Source: an optimization exercise on an open RTL-to-GDS flow (aim: small area). Production flows keep margins and buffers that such runs may drop. In this exercise RTL edits were held to simulation tests only and were not proved equivalent to the original.

Setup of run A:
## encrypt_v3
module encrypt_v3(  input wire [ 80 - 1 : 0 ]   k,
                    input wire [ 64 - 1 : 0 ]   m,
                   output wire [ 64 - 1 : 0 ]   c,
                    input wire                  clk,
                    input wire                  rst,
                    input wire                  in_valid,
                   output wire                  out_valid );
Size: roughly 12000 cells after synthesis.
clock: 5.0 ns
lec_check: 0
cap_margin: 20
core_margin: 2
core_utilization: 40
cts_buf_list: sky130_fd_sc_hd__clkbuf_16
cts_cluster_diameter: 100
cts_cluster_size: 30
gpl_timing_driven: 0
place_density: 0.6
setup_slack_margin: 0.1
slew_margin: 20
synth_hierarchical: 1
synth_minimum_keep_size: 0
standard.sh (not shown) runs the stock make flow with config.mk's settings and CLKGATE_MAP_FILE= SYNTH_SCRIPT=/design/flow/synth_recipe.tcl, a recipe that flattens the netlist after the stock synthesis.
==> flow/flow/run.sh <==
#!/bin/bash
# Own layout flow: the standard flow (standard.sh, ORFS make) with these
# changes; floorplan, placement, routing and the rest are ORFS's and the standard flow's.
#  1. ABC maps with an area-recovering script (flow/abc_own.script) in place of
#     ORFS's speed script, from a copy of ORFS's scripts folder.
#  2. No half/full adder extraction (ADDER_MAP_FILE empty): it maps the key
#     additions' XORs into slow adder cells.
#  3. After ORFS's synthesis (hierarchical, so each S-box module is mapped on
#     its own), the S-box modules sbox_d and sbox are replaced by the netlists
#     in flow/sbox_cells.v, then the design is flattened as synth_recipe.tcl does.
#  4. The weakest (_0) variants of cells that have a _1 variant of the same
#     area are added to the don't-use list.
#  5. Ports are buffered with buf_1 cells (ORFS's buffer_ports picks a slow
#     delay cell otherwise).
#  6. CTS with config.mk's buffer and clustering settings, without dummy loads.
# Each tool's output goes to flow_make.log and ORFS's logs under orfs/logs.
set -euo pipefail
W=$(pwd)
rm -rf "$W/scripts_own"
cp -r "$FLOW_HOME/scripts" "$W/scripts_own"
cp "$W/flow/abc_own.script" "$W/scripts_own/abc_speed.script"
cp "$W/flow/abc_own.script" "$W/scripts_own/abc_area.script"
# synth_recipe.tcl with the S-box netlists read in right after ORFS's synthesis
awk -v f="$W/flow/sbox_cells.v" '{print} /^source .*synth\.tcl/ {print "read_verilog -overwrite " f; print "hierarchy -check -top encrypt_v3"}' synth_recipe.tcl > synth_own.tcl
grep -q "sbox_cells.v" synth_own.tcl
sed -e "s|^make -C |make SCRIPTS_DIR=$W/scripts_own ADDER_MAP_FILE= -C |" \
    -e "s|SYNTH_SCRIPT=[^ ]*synth_recipe.tcl|SYNTH_SCRIPT=$W/synth_own.tcl|" standard.sh > standard_own.sh
grep -q "SYNTH_SCRIPT=$W/synth_own.tcl" standard_own.sh
# don't-use list: the platform's, plus the _0 cells above; on the make command
# line, since ORFS runs synthesis in a sub-make that drops environment variables
PLAT_DU=$(make -s -C "$FLOW_HOME" DESIGN_CONFIG="$W/config.mk" WORK_HOME="$W/orfs" print-DONT_USE_CELLS | sed -n 's/^DONT_USE_CELLS: *//p')
test -n "$PLAT_DU"
DU="$PLAT_DU sky130_fd_sc_hd__o21ai_0 sky130_fd_sc_hd__a21boi_0 sky130_fd_sc_hd__or2_0 sky130_fd_sc_hd__and2_0 sky130_fd_sc_hd__o311ai_0"
sed -i -e "s|^make SCRIPTS_DIR=|make DONT_USE_CELLS='$DU' SCRIPTS_DIR=|" standard_own.sh
grep -q "sky130_fd_sc_hd__o311ai_0' SCRIPTS_DIR=" standard_own.sh
export BUFFER_PORTS_ARGS="-buffer_cell sky130_fd_sc_hd__buf_1"
export CTS_ARGS="-sink_clustering_enable -repair_clock_nets -buf_list {sky130_fd_sc_hd__clkbuf_16} -sink_clustering_size 30 -sink_clustering_max_diameter 100 -dont_use_dummy_load"
bash standard_own.sh "$@" > "$W/flow_make.log" 2>&1
if [[ $# -eq 0 ]]; then test -f out/final.def; fi
==> flow/flow/abc_own.script <==
strash
&get -n
&dch -f
&nf -R 1000
&put
topo
Other scripts of this flow, unchanged in this note and not shown: flow/flow/sbox_cells.v
Input-level comparison between run B and run A:
# run A
export LEC_CHECK = 0
export CAP_MARGIN = 20
export CORE_MARGIN = 2
export CORE_UTILIZATION = 40
export CTS_BUF_LIST = sky130_fd_sc_hd__clkbuf_16
export CTS_CLUSTER_DIAMETER = 100
export CTS_CLUSTER_SIZE = 30
export GPL_TIMING_DRIVEN = 0
export PLACE_DENSITY = 0.6
export SETUP_SLACK_MARGIN = 0.1
export SLEW_MARGIN = 20
export SYNTH_HIERARCHICAL = 1
export SYNTH_MINIMUM_KEEP_SIZE = 0
create_clock -name core_clock -period 5.0 [get_ports {clk}]
# run B
export LEC_CHECK = 0
export CAP_MARGIN = 20
export CORE_MARGIN = 2
export CORE_UTILIZATION = 40
export CTS_BUF_LIST = sky130_fd_sc_hd__clkbuf_16
export CTS_CLUSTER_DIAMETER = 80
export CTS_CLUSTER_SIZE = 24
export GPL_TIMING_DRIVEN = 0
export PLACE_DENSITY = 0.6
export SETUP_SLACK_MARGIN = 0.1
export SLEW_MARGIN = 20
export SYNTH_HIERARCHICAL = 1
export SYNTH_MINIMUM_KEEP_SIZE = 0
create_clock -name core_clock -period 5.0 [get_ports {clk}]
--- a/flow/flow/run.sh
+++ b/flow/flow/run.sh
@@ -4 +4 @@
-#  1. ABC maps with an area-recovering script (flow/abc_own.script) in place of
+#  1. ABC maps with an area-oriented script (flow/abc_own.script) in place of
@@ -13 +13 @@
-#  5. Ports are buffered with buf_1 cells (ORFS's buffer_ports picks a slow
+#  5. Ports are buffered with buf_2 cells (ORFS's buffer_ports picks a slow
@@ -36,2 +36,2 @@
-export BUFFER_PORTS_ARGS="-buffer_cell sky130_fd_sc_hd__buf_1"
-export CTS_ARGS="-sink_clustering_enable -repair_clock_nets -buf_list {sky130_fd_sc_hd__clkbuf_16} -sink_clustering_size 30 -sink_clustering_max_diameter 100 -dont_use_dummy_load"
+export BUFFER_PORTS_ARGS="-buffer_cell sky130_fd_sc_hd__buf_2"
+export CTS_ARGS="-sink_clustering_enable -repair_clock_nets -buf_list {sky130_fd_sc_hd__clkbuf_16} -sink_clustering_size 24 -sink_clustering_max_diameter 80 -dont_use_dummy_load"
==> flow/flow/abc_own.script <==
strash
dch -f
amap
topo
Results
Run B vs. run A: core box area went up by 0.99%; clock insertion delay at the later pin of the skew report went up by 0.03 ns; final cell count went up by 2248.
Input-level comparison between run C and run B:
# run B
export LEC_CHECK = 0
export CAP_MARGIN = 20
export CORE_MARGIN = 2
export CORE_UTILIZATION = 40
export CTS_BUF_LIST = sky130_fd_sc_hd__clkbuf_16
export CTS_CLUSTER_DIAMETER = 80
export CTS_CLUSTER_SIZE = 24
export GPL_TIMING_DRIVEN = 0
export PLACE_DENSITY = 0.6
export SETUP_SLACK_MARGIN = 0.1
export SLEW_MARGIN = 20
export SYNTH_HIERARCHICAL = 1
export SYNTH_MINIMUM_KEEP_SIZE = 0
create_clock -name core_clock -period 5.0 [get_ports {clk}]
# run C
export LEC_CHECK = 0
export CAP_MARGIN = 20
export CORE_MARGIN = 2
export CORE_UTILIZATION = 45
export CTS_BUF_LIST = sky130_fd_sc_hd__clkbuf_16
export CTS_CLUSTER_DIAMETER = 100
export CTS_CLUSTER_SIZE = 30
export GPL_TIMING_DRIVEN = 0
export PLACE_DENSITY = 0.65
export SETUP_SLACK_MARGIN = 0.1
export SLEW_MARGIN = 20
export SYNTH_HIERARCHICAL = 1
export SYNTH_MINIMUM_KEEP_SIZE = 0
create_clock -name core_clock -period 5.0 [get_ports {clk}]
--- a/flow/flow/run.sh
+++ b/flow/flow/run.sh
@@ -4 +4 @@
-#  1. ABC maps with an area-oriented script (flow/abc_own.script) in place of
+#  1. ABC maps with an area-recovering script (flow/abc_own.script) in place of
@@ -13 +13 @@
-#  5. Ports are buffered with buf_2 cells (ORFS's buffer_ports picks a slow
+#  5. Ports are buffered with buf_1 cells (ORFS's buffer_ports picks a slow
@@ -36,2 +36,2 @@
-export BUFFER_PORTS_ARGS="-buffer_cell sky130_fd_sc_hd__buf_2"
-export CTS_ARGS="-sink_clustering_enable -repair_clock_nets -buf_list {sky130_fd_sc_hd__clkbuf_16} -sink_clustering_size 24 -sink_clustering_max_diameter 80 -dont_use_dummy_load"
+export BUFFER_PORTS_ARGS="-buffer_cell sky130_fd_sc_hd__buf_1"
+export CTS_ARGS="-sink_clustering_enable -repair_clock_nets -buf_list {sky130_fd_sc_hd__clkbuf_16} -sink_clustering_size 30 -sink_clustering_max_diameter 100 -dont_use_dummy_load"
==> flow/flow/abc_own.script <==
strash
&get -n
&dch -f
&nf -R 1000
&put
topo
### Flow results
Sequential portion of the cell area in run C is 0.69 points higher than in run B. Per the comparison of run C with run B, design area down 2100 um2, final cell count now sits lower. Setup slack of the critical path after layout: run C vs run B down 0.11 ns. As far as area occupied by multi-input gates is concerned, run B and run C perform about the same. Comparing run B and run C, the higher hold slack is on run B. Wire length after detailed routing grows by a few percent when moving from run B to run C.
What run D does differently from run C at the input level:
# run C
export LEC_CHECK = 0
export CAP_MARGIN = 20
export CORE_MARGIN = 2
export CORE_UTILIZATION = 45
export CTS_BUF_LIST = sky130_fd_sc_hd__clkbuf_16
export CTS_CLUSTER_DIAMETER = 100
export CTS_CLUSTER_SIZE = 30
export GPL_TIMING_DRIVEN = 0
export PLACE_DENSITY = 0.65
export SETUP_SLACK_MARGIN = 0.1
export SLEW_MARGIN = 20
export SYNTH_HIERARCHICAL = 1
export SYNTH_MINIMUM_KEEP_SIZE = 0
create_clock -name core_clock -period 5.0 [get_ports {clk}]
# run D
export LEC_CHECK = 0
export CAP_MARGIN = 20
export CORE_MARGIN = 2
export CORE_UTILIZATION = 40
export CTS_BUF_LIST = sky130_fd_sc_hd__clkbuf_16
export CTS_CLUSTER_DIAMETER = 100
export CTS_CLUSTER_SIZE = 30
export GPL_TIMING_DRIVEN = 0
export PLACE_DENSITY = 0.6
export SETUP_SLACK_MARGIN = 0.1
export SLEW_MARGIN = 20
export SYNTH_HIERARCHICAL = 1
export SYNTH_MINIMUM_KEEP_SIZE = 0
create_clock -name core_clock -period 5.0 [get_ports {clk}]
--- a/flow/flow/run.sh
+++ b/flow/flow/run.sh
@@ -4 +4 @@
-#  1. ABC maps with an area-recovering script (flow/abc_own.script) in place of
+#  1. ABC maps with an area-oriented script (flow/abc_own.script) in place of
==> flow/flow/abc_own.script <==
strash
dch -f
amap
topo
## What came out
The cell with the biggest individual delay on the critical path comes out xnor2_1 in one run and dfxtp_1 in the other, namely in run C and run D respectively.
Run D against run C: buffer and inverter count on the worst path moved down; required time at the endpoint of the critical path has decreased; cell area increased by about 1.2% relative to the old numbers.
Lower end-of-flow core utilization among run C and run D: run D
Changes in run E relative to run D:
# run D
export LEC_CHECK = 0
export CAP_MARGIN = 20
export CORE_MARGIN = 2
export CORE_UTILIZATION = 40
export CTS_BUF_LIST = sky130_fd_sc_hd__clkbuf_16
export CTS_CLUSTER_DIAMETER = 100
export CTS_CLUSTER_SIZE = 30
export GPL_TIMING_DRIVEN = 0
export PLACE_DENSITY = 0.6
export SETUP_SLACK_MARGIN = 0.1
export SLEW_MARGIN = 20
export SYNTH_HIERARCHICAL = 1
export SYNTH_MINIMUM_KEEP_SIZE = 0
create_clock -name core_clock -period 5.0 [get_ports {clk}]
# run E
export LEC_CHECK = 0
export CAP_MARGIN = 20
export CORE_MARGIN = 2
export CORE_UTILIZATION = 40
export CTS_BUF_LIST = sky130_fd_sc_hd__clkbuf_16
export CTS_CLUSTER_DIAMETER = 80
export CTS_CLUSTER_SIZE = 24
export GPL_TIMING_DRIVEN = 0
export PLACE_DENSITY = 0.6
export SETUP_SLACK_MARGIN = 0.1
export SLEW_MARGIN = 20
export SYNTH_HIERARCHICAL = 1
export SYNTH_MINIMUM_KEEP_SIZE = 0
create_clock -name core_clock -period 5.0 [get_ports {clk}]
--- a/flow/flow/run.sh
+++ b/flow/flow/run.sh
@@ -4 +4 @@
-#  1. ABC maps with an area-oriented script (flow/abc_own.script) in place of
+#  1. ABC maps with an area-recovering script (flow/abc_own.script) in place of
@@ -13 +13 @@
-#  5. Ports are buffered with buf_1 cells (ORFS's buffer_ports picks a slow
+#  5. Ports are buffered with buf_2 cells (ORFS's buffer_ports picks a slow
@@ -36,2 +36,2 @@
-export BUFFER_PORTS_ARGS="-buffer_cell sky130_fd_sc_hd__buf_1"
-export CTS_ARGS="-sink_clustering_enable -repair_clock_nets -buf_list {sky130_fd_sc_hd__clkbuf_16} -sink_clustering_size 30 -sink_clustering_max_diameter 100 -dont_use_dummy_load"
+export BUFFER_PORTS_ARGS="-buffer_cell sky130_fd_sc_hd__buf_2"
+export CTS_ARGS="-sink_clustering_enable -repair_clock_nets -buf_list {sky130_fd_sc_hd__clkbuf_16} -sink_clustering_size 24 -sink_clustering_max_diameter 80 -dont_use_dummy_load"
==> flow/flow/abc_own.script <==
strash
&get -n
&dch -f
&nf -R 1000
&put
topo
Notes after the runs:
Diff run D -> run E: via count down 7603, clock-buffer cell count up about 40%. Between run E and run D, it is run E whose fraction of cell area in non-clock buffers is higher, by 0.28 points. The worst hold-check slack in run E was higher than what run D gave. Going from run D to run E, multi-input gate count decreased by 18% relative to the old numbers, global-route usage now larger. Run D vs run E, worst setup path startpoint: rounds[27].stage.k_q[65] vs rounds[3].stage.k_q[31].

## separate check: timing with driven ports
The results above use ideal ports. As a check the final layouts listed here were re-extracted and re-timed, cells and wires unchanged. Step 1 sets driving cells, clkbuf_16 on the clock port and buf_2 on the other inputs (assumed; they add their load-dependent delay and slew). Step 2 also shifts input and output timing later by t, the mid clock arrival at the registers, as if the neighbouring blocks saw the same clock. a / b / c = ideal ports / drivers / drivers and shift; a / b = the first two.
run	t, ns	setup slack, ns	worst setup path after step 2
run A	0.817	0.281 / 0.281 / -0.109	input to register
run B	0.839	0.341 / 0.341 / -0.081	input to register
run C	0.812	0.231 / 0.231 / 0.081	input to register
run D	0.810	0.262 / 0.262 / -0.146	input to register
run E	0.839	0.192 / 0.192 / 0.165	input to register
With both steps, setup timing fails in run A, run B and run D, where it was met with ideal ports. For run B, which loses most, drivers alone change the setup slack by 0.000 ns; drivers and shift together by -0.422 ns.
